From an optimization exercise on the open Yosys and OpenROAD flow, aimed at small area; shortcuts taken in it are not production practice. Where RTL was checked, it was by simulation tests only, not by an equivalence proof against the original. Power is estimated from default activity; no workload was simulated.

==> raven: inputs <==
==> flow/design.v <==
module EggTimer(CLOCK_50, KEY, SW, HEX3, HEX2, HEX1, HEX0, LEDR);
	input CLOCK_50;
	input [2:0] KEY;
	input [7:0] SW;
	output [6:0] HEX3;
	output [6:0] HEX2;
	output [6:0] HEX1;
	output [6:0] HEX0;
	output [9:0] LEDR;
	wire clk = CLOCK_50;
	wire reset = ~KEY[0];
	wire set = ~KEY[1];
	wire startStop = ~KEY[2];
	reg [13:0] ca;
	reg ba;
	wire fa = ca[13] ^ (~ca[12] & ca[7]);
	wire lastA = (~ca[13] & ~ca[12] & ~ca[11] & ~ca[10] & ca[9] & ~ca[8] & ~ca[7] & ca[6] & ca[5] & ~ca[4] & ~ca[3] & ca[2] & ca[1] & ca[0]);   
	wire prevA = (ca[13] & ca[12] & ca[11] & ca[10] & ca[9] & ~ca[8] & ca[7] & ca[6] & ~ca[5] & ~ca[4] & ca[3] & ca[2] & ~ca[1] & ~ca[0]);   
	wire step = lastA & ~ba;    
	wire pre = prevA & ~ba;     
	always @(posedge clk) begin
		ca <= (reset | lastA) ? 14'd0 : {~ca[12:0], fa};
		ba <= ~reset & (ba ^ lastA);
	end
	reg [13:0] cb;
	reg bb;
	wire fb = cb[13] ^ (~cb[12] & cb[7]);
	wire lastB = (~cb[13] & ~cb[12] & ~cb[11] & ~cb[10] & ~cb[9] & ~cb[8] & cb[7] & ~cb[6] & ~cb[5] & ~cb[4] & ~cb[3] & ~cb[2] & cb[1] & cb[0]);   
	always @(posedge clk) begin
		cb <= (reset | lastB) ? 14'd0 : {~cb[12:0], fb};
		bb <= ~reset & (bb ^ lastB);
	end
	reg [3:0] so, mo;
	reg [2:0] st, mt;
	wire zso = (so == 4'd0);
	wire zst = (st == 3'd0);
	wire zmo = (mo == 4'd0);
	wire zmt = (mt == 3'd0);
	wire flat = zso & zst & zmo & zmt;
	reg [2:0] state;
	localparam SS = 3'd1;
	localparam SM1 = 3'd6;
	localparam SM = 3'd2;
	localparam SM0 = 3'd0;
	localparam W = 3'd3;
	localparam R = 3'd4;
	localparam F = 3'd5;
	wire isSS = state == SS, isSM = state == SM, isSM0 = state == SM0, isSM1 = state == SM1;
	wire isW = state == W, isR = state == R, isF = state == F;
	reg [2:0] nstate;
	always @(*) begin
		case (state)
			SS: nstate = set ? (pre ? SM0 : SM1) : SS;
			SM1: nstate = set ? W : (pre ? SM0 : SM);
			SM, SM0: nstate = set ? W : SM;
			W: nstate = startStop ? R : W;
			R: nstate = startStop ? W : (flat ? F : R);
			F: nstate = F;
			default: nstate = SS;
		endcase
	end
	always @(posedge clk) state <= reset ? SS : nstate;
	reg [3:0] cO; reg [2:0] cT;
	always @(*) begin
		case (SW[3:0])
			4'd0: cO = 4'd0;
			4'd1: cO = 4'd1;
			4'd2: cO = 4'd2;
			4'd3: cO = 4'd3;
			4'd4: cO = 4'd4;
			4'd5: cO = 4'd5;
			4'd6: cO = 4'd6;
			4'd7: cO = 4'd7;
			4'd8: cO = 4'd8;
			4'd9: cO = 4'd9;
			4'd10: cO = 4'd9;
			4'd11: cO = 4'd9;
			4'd12: cO = 4'd9;
			4'd13: cO = 4'd9;
			4'd14: cO = 4'd9;
			4'd15: cO = 4'd9;
		endcase
		case (SW[7:4])
			4'd0: cT = 3'd0;
			4'd1: cT = 3'd1;
			4'd2: cT = 3'd2;
			4'd3: cT = 3'd3;
			4'd4: cT = 3'd4;
			4'd5: cT = 3'd5;
			4'd6: cT = 3'd5;
			4'd7: cT = 3'd5;
			4'd8: cT = 3'd5;
			4'd9: cT = 3'd5;
			4'd10: cT = 3'd5;
			4'd11: cT = 3'd5;
			4'd12: cT = 3'd5;
			4'd13: cT = 3'd5;
			4'd14: cT = 3'd5;
			4'd15: cT = 3'd5;
		endcase
	end
	reg [6:0] lo, hi;
	wire [6:0] c = {cT, cO};
	wire shift = isSS | isSM1 | isSM0;
	wire hold = pre & (isSM | isSM1);
	always @(posedge clk) begin
		if (shift) lo <= hi;
		if (!hold) hi <= c;
	end
	wire [3:0] dso;
	assign dso[0] = (~so[0]);
	assign dso[1] = (~so[0] & so[3]) | (so[0] & so[1]) | (~so[0] & ~so[1] & so[2]);
	assign dso[2] = (~so[0] & so[3]) | (so[0] & so[2]) | (so[1] & so[2]);
	assign dso[3] = (~so[0] & ~so[1] & ~so[2] & ~so[3]) | (so[0] & so[3]);
	wire [2:0] dst;
	assign dst[0] = (~st[0]);
	assign dst[1] = (st[0] & st[1]) | (~st[0] & st[2]);
	assign dst[2] = (~st[0] & ~st[1] & ~st[2]) | (st[0] & st[2]);
	wire [3:0] dmo;
	assign dmo[0] = (~mo[0]);
	assign dmo[1] = (~mo[0] & mo[3]) | (mo[0] & mo[1]) | (~mo[0] & ~mo[1] & mo[2]);
	assign dmo[2] = (~mo[0] & mo[3]) | (mo[0] & mo[2]) | (mo[1] & mo[2]);
	assign dmo[3] = (~mo[0] & ~mo[1] & ~mo[2] & ~mo[3]) | (mo[0] & mo[3]);
	wire [2:0] dmt;
	assign dmt[0] = (~mt[0]);
	assign dmt[1] = (mt[0] & mt[1]) | (~mt[0] & mt[2]);
	assign dmt[2] = (~mt[0] & ~mt[1] & ~mt[2]) | (mt[0] & mt[2]);
	wire load = step & (isSS | isSM | isSM0);
	wire dec = step & isR & ~flat;
	wire [6:0] zhi = {3'd0, 4'd0};
	wire [6:0] ldhi = (isSM) ? hi : zhi;
	always @(posedge clk) begin
		if (reset) begin
			so <= 4'd0; st <= 3'd0; mo <= 4'd0; mt <= 3'd0;
		end else if (load) begin
			{st, so} <= lo; {mt, mo} <= ldhi;
		end else if (dec) begin
			so <= dso;
			if (zso) st <= dst;
			if (zso & zst) mo <= dmo;
			if (zso & zst & zmo) mt <= dmt;
		end
	end
	reg led;
	always @(posedge clk) led <= isF & bb;
	assign LEDR = {10{led}};
	assign HEX0[0] = (so[0] & ~so[1] & ~so[2] & ~so[3]) | (~so[0] & ~so[1] & so[2]);
	assign HEX0[1] = (so[0] & ~so[1] & so[2]) | (~so[0] & so[1] & so[2]);
	assign HEX0[2] = (~so[0] & so[1] & ~so[2]);
	assign HEX0[3] = (so[0] & ~so[1] & ~so[2]) | (~so[0] & ~so[1] & so[2]) | (so[0] & so[1] & so[2]);
	assign HEX0[4] = (so[0]) | (~so[1] & so[2]);
	assign HEX0[5] = (so[0] & ~so[2] & ~so[3]) | (so[1] & ~so[2]) | (so[0] & so[1]);
	assign HEX0[6] = (~so[1] & ~so[2] & ~so[3]) | (so[0] & so[1] & so[2]);
	assign HEX1[0] = (st[0] & ~st[1] & ~st[2]) | (~st[0] & st[2]);
	assign HEX1[1] = (st[0] & st[2]);
	assign HEX1[2] = (~st[0] & st[1]);
	assign HEX1[3] = (st[0] & ~st[1] & ~st[2]) | (~st[0] & st[2]);
	assign HEX1[4] = (st[0]) | (st[2]);
	assign HEX1[5] = (st[0] & ~st[2]) | (st[1]);
	assign HEX1[6] = (~st[1] & ~st[2]);
	assign HEX2[0] = (mo[0] & ~mo[1] & ~mo[2] & ~mo[3]) | (~mo[0] & ~mo[1] & mo[2]);
	assign HEX2[1] = (mo[0] & ~mo[1] & mo[2]) | (~mo[0] & mo[1] & mo[2]);
	assign HEX2[2] = (~mo[0] & mo[1] & ~mo[2]);
	assign HEX2[3] = (mo[0] & ~mo[1] & ~mo[2]) | (~mo[0] & ~mo[1] & mo[2]) | (mo[0] & mo[1] & mo[2]);
	assign HEX2[4] = (mo[0]) | (~mo[1] & mo[2]);
	assign HEX2[5] = (mo[0] & ~mo[2] & ~mo[3]) | (mo[1] & ~mo[2]) | (mo[0] & mo[1]);
	assign HEX2[6] = (~mo[1] & ~mo[2] & ~mo[3]) | (mo[0] & mo[1] & mo[2]);
	assign HEX3[0] = (mt[0] & ~mt[1] & ~mt[2]) | (~mt[0] & mt[2]);
	assign HEX3[1] = (mt[0] & mt[2]);
	assign HEX3[2] = (~mt[0] & mt[1]);
	assign HEX3[3] = (mt[0] & ~mt[1] & ~mt[2]) | (~mt[0] & mt[2]);
	assign HEX3[4] = (mt[0]) | (mt[2]);
	assign HEX3[5] = (mt[0] & ~mt[2]) | (mt[1]);
	assign HEX3[6] = (~mt[1] & ~mt[2]);
endmodule
==> flow/run.sh <==
#!/bin/bash
# synth_recipe.tcl (not shown) runs the flow's synth.tcl, then flattens the netlist and writes it again
# the make line also repeats each setting of config.mk as NAME=value (left out here)
make -C /OpenROAD-flow-scripts/flow DESIGN_CONFIG=/design/flow/config.mk WORK_HOME=/design/flow/orfs CLKGATE_MAP_FILE= SYNTH_SCRIPT=/design/flow/synth_recipe.tcl finish
==> flow/config.mk <==
export PLATFORM = sky130hd
export DESIGN_NAME = EggTimer
export DESIGN_NICKNAME = EggTimer
export VERILOG_FILES = /design/flow/design.v
export SDC_FILE = /design/flow/constraint.sdc
export NUM_CORES = 4
export LEC_CHECK = 0
export CAP_MARGIN = 20
export CORE_MARGIN = 2
export CORE_UTILIZATION = 40
export SLEW_MARGIN = 20
==> flow/constraint.sdc <==
create_clock -name core_clock -period 20.0 [get_ports {CLOCK_50}]
set_input_delay 4.0000 -clock core_clock [delete_from_list [all_inputs] [get_ports {CLOCK_50}]]
set_output_delay 4.0000 -clock core_clock [all_outputs]
set_load 0.01 [all_outputs]
==> inputs of pepper, as changes to raven <==
==> flow/flow/run.sh (new file) <==
#!/bin/bash
# Own layout flow: the standard layout (standard.sh, unchanged synthesis)
# with two changes: the port buffers use the smallest buffer cell, and clock
# tree synthesis uses small clock buffers and inserts no dummy loads.
# Every tool's output goes to a log file in this folder (standard_flow.log,
# and ORFS's per-step logs under orfs/logs/).
set -euo pipefail
export BUFFER_PORTS_ARGS="-buffer_cell sky130_fd_sc_hd__buf_1"
export CTS_ARGS="-sink_clustering_enable -repair_clock_nets -dont_use_dummy_load -buf_list sky130_fd_sc_hd__clkbuf_4 -sink_clustering_size 25 -sink_clustering_max_diameter 200"
bash standard.sh finish > standard_flow.log 2>&1
==> flow/standard.sh (new file) <==
#!/bin/bash
# synth_recipe.tcl (not shown) runs the flow's synth.tcl, then flattens the netlist and writes it again
# the make line also repeats each setting of config.mk as NAME=value (left out here)
make -C /OpenROAD-flow-scripts/flow DESIGN_CONFIG=/design/flow/config.mk WORK_HOME=/design/flow/orfs CLKGATE_MAP_FILE= SYNTH_SCRIPT=/design/flow/synth_recipe.tcl "${@:-finish}"
removed: flow/run.sh
==> inputs of umber, as changes to raven <==
--- a/flow/design.v
+++ b/flow/design.v
@@ -13,9 +13,9 @@
 	wire startStop = ~KEY[2];
 	reg [13:0] ca;
 	reg ba;
-	wire fa = ca[13] ^ (~ca[12] & ca[7]);
-	wire lastA = (~ca[13] & ~ca[12] & ~ca[11] & ~ca[10] & ca[9] & ~ca[8] & ~ca[7] & ca[6] & ca[5] & ~ca[4] & ~ca[3] & ca[2] & ca[1] & ca[0]);   
-	wire prevA = (ca[13] & ca[12] & ca[11] & ca[10] & ca[9] & ~ca[8] & ca[7] & ca[6] & ~ca[5] & ~ca[4] & ca[3] & ca[2] & ~ca[1] & ~ca[0]);   
+	wire fa = ca[13] ^ (ca[5] & ca[8]);
+	wire lastA = (ca[13] & ca[12] & ca[11] & ~ca[10] & ca[9] & ~ca[8] & ~ca[7] & ~ca[4] & ~ca[3] & ~ca[2] & ~ca[1] & ~ca[0]);   
+	wire prevA = (~ca[13] & ~ca[12] & ~ca[11] & ~ca[10] & ca[9] & ~ca[8] & ca[7] & ca[6] & ca[3] & ca[2] & ca[1] & ca[0]);   
 	wire step = lastA & ~ba;    
 	wire pre = prevA & ~ba;     
 	always @(posedge clk) begin
@@ -24,8 +24,8 @@
 	end
 	reg [13:0] cb;
 	reg bb;
-	wire fb = cb[13] ^ (~cb[12] & cb[7]);
-	wire lastB = (~cb[13] & ~cb[12] & ~cb[11] & ~cb[10] & ~cb[9] & ~cb[8] & cb[7] & ~cb[6] & ~cb[5] & ~cb[4] & ~cb[3] & ~cb[2] & cb[1] & cb[0]);   
+	wire fb = cb[13] ^ (cb[5] & cb[8]);
+	wire lastB = (cb[13] & cb[10] & cb[9] & cb[8] & cb[7] & cb[5] & ~cb[4] & ~cb[3] & cb[2] & cb[1] & ~cb[0]);   
 	always @(posedge clk) begin
 		cb <= (reset | lastB) ? 14'd0 : {~cb[12:0], fb};
 		bb <= ~reset & (bb ^ lastB);
@@ -38,27 +38,23 @@
 	wire zmt = (mt == 3'd0);
 	wire flat = zso & zst & zmo & zmt;
 	reg [2:0] state;
-	localparam SS = 3'd1;
-	localparam SM1 = 3'd6;
-	localparam SM = 3'd2;
-	localparam SM0 = 3'd0;
-	localparam W = 3'd3;
+	localparam SS = 3'd0;
+	localparam SM1 = 3'd1;
+	localparam SM0 = 3'd3;
+	localparam SM = 3'd7;
+	localparam W = 3'd2;
 	localparam R = 3'd4;
-	localparam F = 3'd5;
-	wire isSS = state == SS, isSM = state == SM, isSM0 = state == SM0, isSM1 = state == SM1;
-	wire isW = state == W, isR = state == R, isF = state == F;
-	reg [2:0] nstate;
-	always @(*) begin
-		case (state)
-			SS: nstate = set ? (pre ? SM0 : SM1) : SS;
-			SM1: nstate = set ? W : (pre ? SM0 : SM);
-			SM, SM0: nstate = set ? W : SM;
-			W: nstate = startStop ? R : W;
-			R: nstate = startStop ? W : (flat ? F : R);
-			F: nstate = F;
-			default: nstate = SS;
-		endcase
-	end
+	localparam F = 3'd6;
+	wire [2:0] nstate;
+	assign nstate[0] = (state[0] & ~set) | (~state[0] & ~state[1] & ~state[2] & set);
+	assign nstate[1] = (state[0]) | (state[1] & ~startStop) | (state[2] & startStop) | (state[2] & flat) | (~state[1] & ~state[2] & set & pre);
+	assign nstate[2] = (state[0] & ~set & ~pre) | (~state[0] & state[1] & startStop) | (~state[0] & state[2] & ~startStop) | (state[0] & state[2] & ~set);
+	wire shift = (~state[2]);
+	wire holdsel = (state[0]);
+	wire loadsel = (~state[1] & ~state[2]) | (state[0]);
+	wire ldhisel = (state[2]);
+	wire decsel = (~state[1] & state[2]);
+	wire ledsel = (~state[0] & state[1] & state[2]);
 	always @(posedge clk) state <= reset ? SS : nstate;
 	reg [3:0] cO; reg [2:0] cT;
 	always @(*) begin
@@ -101,8 +97,7 @@
 	end
 	reg [6:0] lo, hi;
 	wire [6:0] c = {cT, cO};
-	wire shift = isSS | isSM1 | isSM0;
-	wire hold = pre & (isSM | isSM1);
+	wire hold = pre & holdsel;
 	always @(posedge clk) begin
 		if (shift) lo <= hi;
 		if (!hold) hi <= c;
@@ -125,10 +120,10 @@
 	assign dmt[0] = (~mt[0]);
 	assign dmt[1] = (mt[0] & mt[1]) | (~mt[0] & mt[2]);
 	assign dmt[2] = (~mt[0] & ~mt[1] & ~mt[2]) | (mt[0] & mt[2]);
-	wire load = step & (isSS | isSM | isSM0);
-	wire dec = step & isR & ~flat;
+	wire load = step & loadsel;
+	wire dec = step & decsel & ~flat;
 	wire [6:0] zhi = {3'd0, 4'd0};
-	wire [6:0] ldhi = (isSM) ? hi : zhi;
+	wire [6:0] ldhi = ldhisel ? hi : zhi;
 	always @(posedge clk) begin
 		if (reset) begin
 			so <= 4'd0; st <= 3'd0; mo <= 4'd0; mt <= 3'd0;
@@ -142,7 +137,7 @@
 		end
 	end
 	reg led;
-	always @(posedge clk) led <= isF & bb;
+	always @(posedge clk) led <= ledsel & bb;
 	assign LEDR = {10{led}};
 	assign HEX0[0] = (so[0] & ~so[1] & ~so[2] & ~so[3]) | (~so[0] & ~so[1] & so[2]);
 	assign HEX0[1] = (so[0] & ~so[1] & so[2]) | (~so[0] & so[1] & so[2]);
==> flow/flow/run.sh (new file) <==
#!/bin/bash
# Own layout flow: the standard layout (standard.sh, unchanged synthesis)
# with two changes: the port buffers use the smallest buffer cell, and clock
# tree synthesis uses small clock buffers and inserts no dummy loads.
# Every tool's output goes to a log file in this folder (standard_flow.log,
# and ORFS's per-step logs under orfs/logs/).
set -euo pipefail
export BUFFER_PORTS_ARGS="-buffer_cell sky130_fd_sc_hd__buf_1"
export CTS_ARGS="-sink_clustering_enable -repair_clock_nets -dont_use_dummy_load -buf_list sky130_fd_sc_hd__clkbuf_4"
bash standard.sh finish > standard_flow.log 2>&1
==> flow/standard.sh (new file) <==
#!/bin/bash
# synth_recipe.tcl (not shown) runs the flow's synth.tcl, then flattens the netlist and writes it again
# the make line also repeats each setting of config.mk as NAME=value (left out here)
make -C /OpenROAD-flow-scripts/flow DESIGN_CONFIG=/design/flow/config.mk WORK_HOME=/design/flow/orfs CLKGATE_MAP_FILE= SYNTH_SCRIPT=/design/flow/synth_recipe.tcl "${@:-finish}"
removed: flow/run.sh
==> summary of the runs <==
In count of clock-buffer cells in the layout, pepper and umber do not differ.
Hold slack: pepper > raven > umber.
Between raven and umber, the lower non-clock buffer count is in raven (gap 1).
In sequential cell count, pepper and raven do not differ.
==> figures <==
Run status: pepper complete, no violations; umber complete, no violations; raven complete, no violations
Remaining max-slew budget at the tightest pin: pepper 32.51%; umber 49.42%; raven 30.31%
Core area: pepper 6794 µm²; umber 6832 µm²; raven 6794 µm²
Clock share of power: pepper 25.7%; umber 27.4%; raven 40.0%
Starting Density: pepper 41.27%; umber 41.37%; raven 41.27%
Floorplan die width: pepper 87.73 µm; umber 88.06 µm; raven 87.73 µm
Clock-pin slew of the registers on the worst-case setup and hold paths: pepper 100 ps; umber 120 ps; raven 60 ps
Final worst hold slack: pepper 409.9 ps; umber 380.5 ps; raven 403.5 ps
Leakage power total: pepper 1.115 nW; umber 1.178 nW; raven 1.305 nW
Synthesized-area fraction occupied by xor and xnor cells: pepper 1.562%; umber 1.549%; raven 1.562%
Only the layout flow was run in umber; the RTL was not checked for function there.

what the ideal ports hide:
Ports are ideal in the flow. The routed layouts listed here were re-timed in OpenROAD. Step 1 assumes that a clkbuf_16 drives the clock port and a buf_2 every other input. Step 2 adds t to the input delays and takes it off the output delays; t is the mean of the earliest and latest rising clock arrival at the registers after step 1. Input paths then give back, and output paths get back, about the clock's delay inside the block. Three values: no drivers, after step 1, after step 2; two values: the first two.
run | t (ns) | setup slack, ns | worst hold slack (ns) | latest minus earliest clock arrival (ns)
raven | 0.361 | 14.151 / 14.121 / 14.151 | 0.403 / 0.403 / 0.403 | 0.008 / 0.007
pepper | 0.400 | 14.459 / 14.432 / 14.530 | 0.410 / 0.410 / 0.410 | 0.020 / 0.020
umber | 0.399 | 14.428 / 14.403 / 14.802 | 0.381 / 0.381 / 0.381 | 0.045 / 0.044
After both steps setup and hold are still met in every run listed.
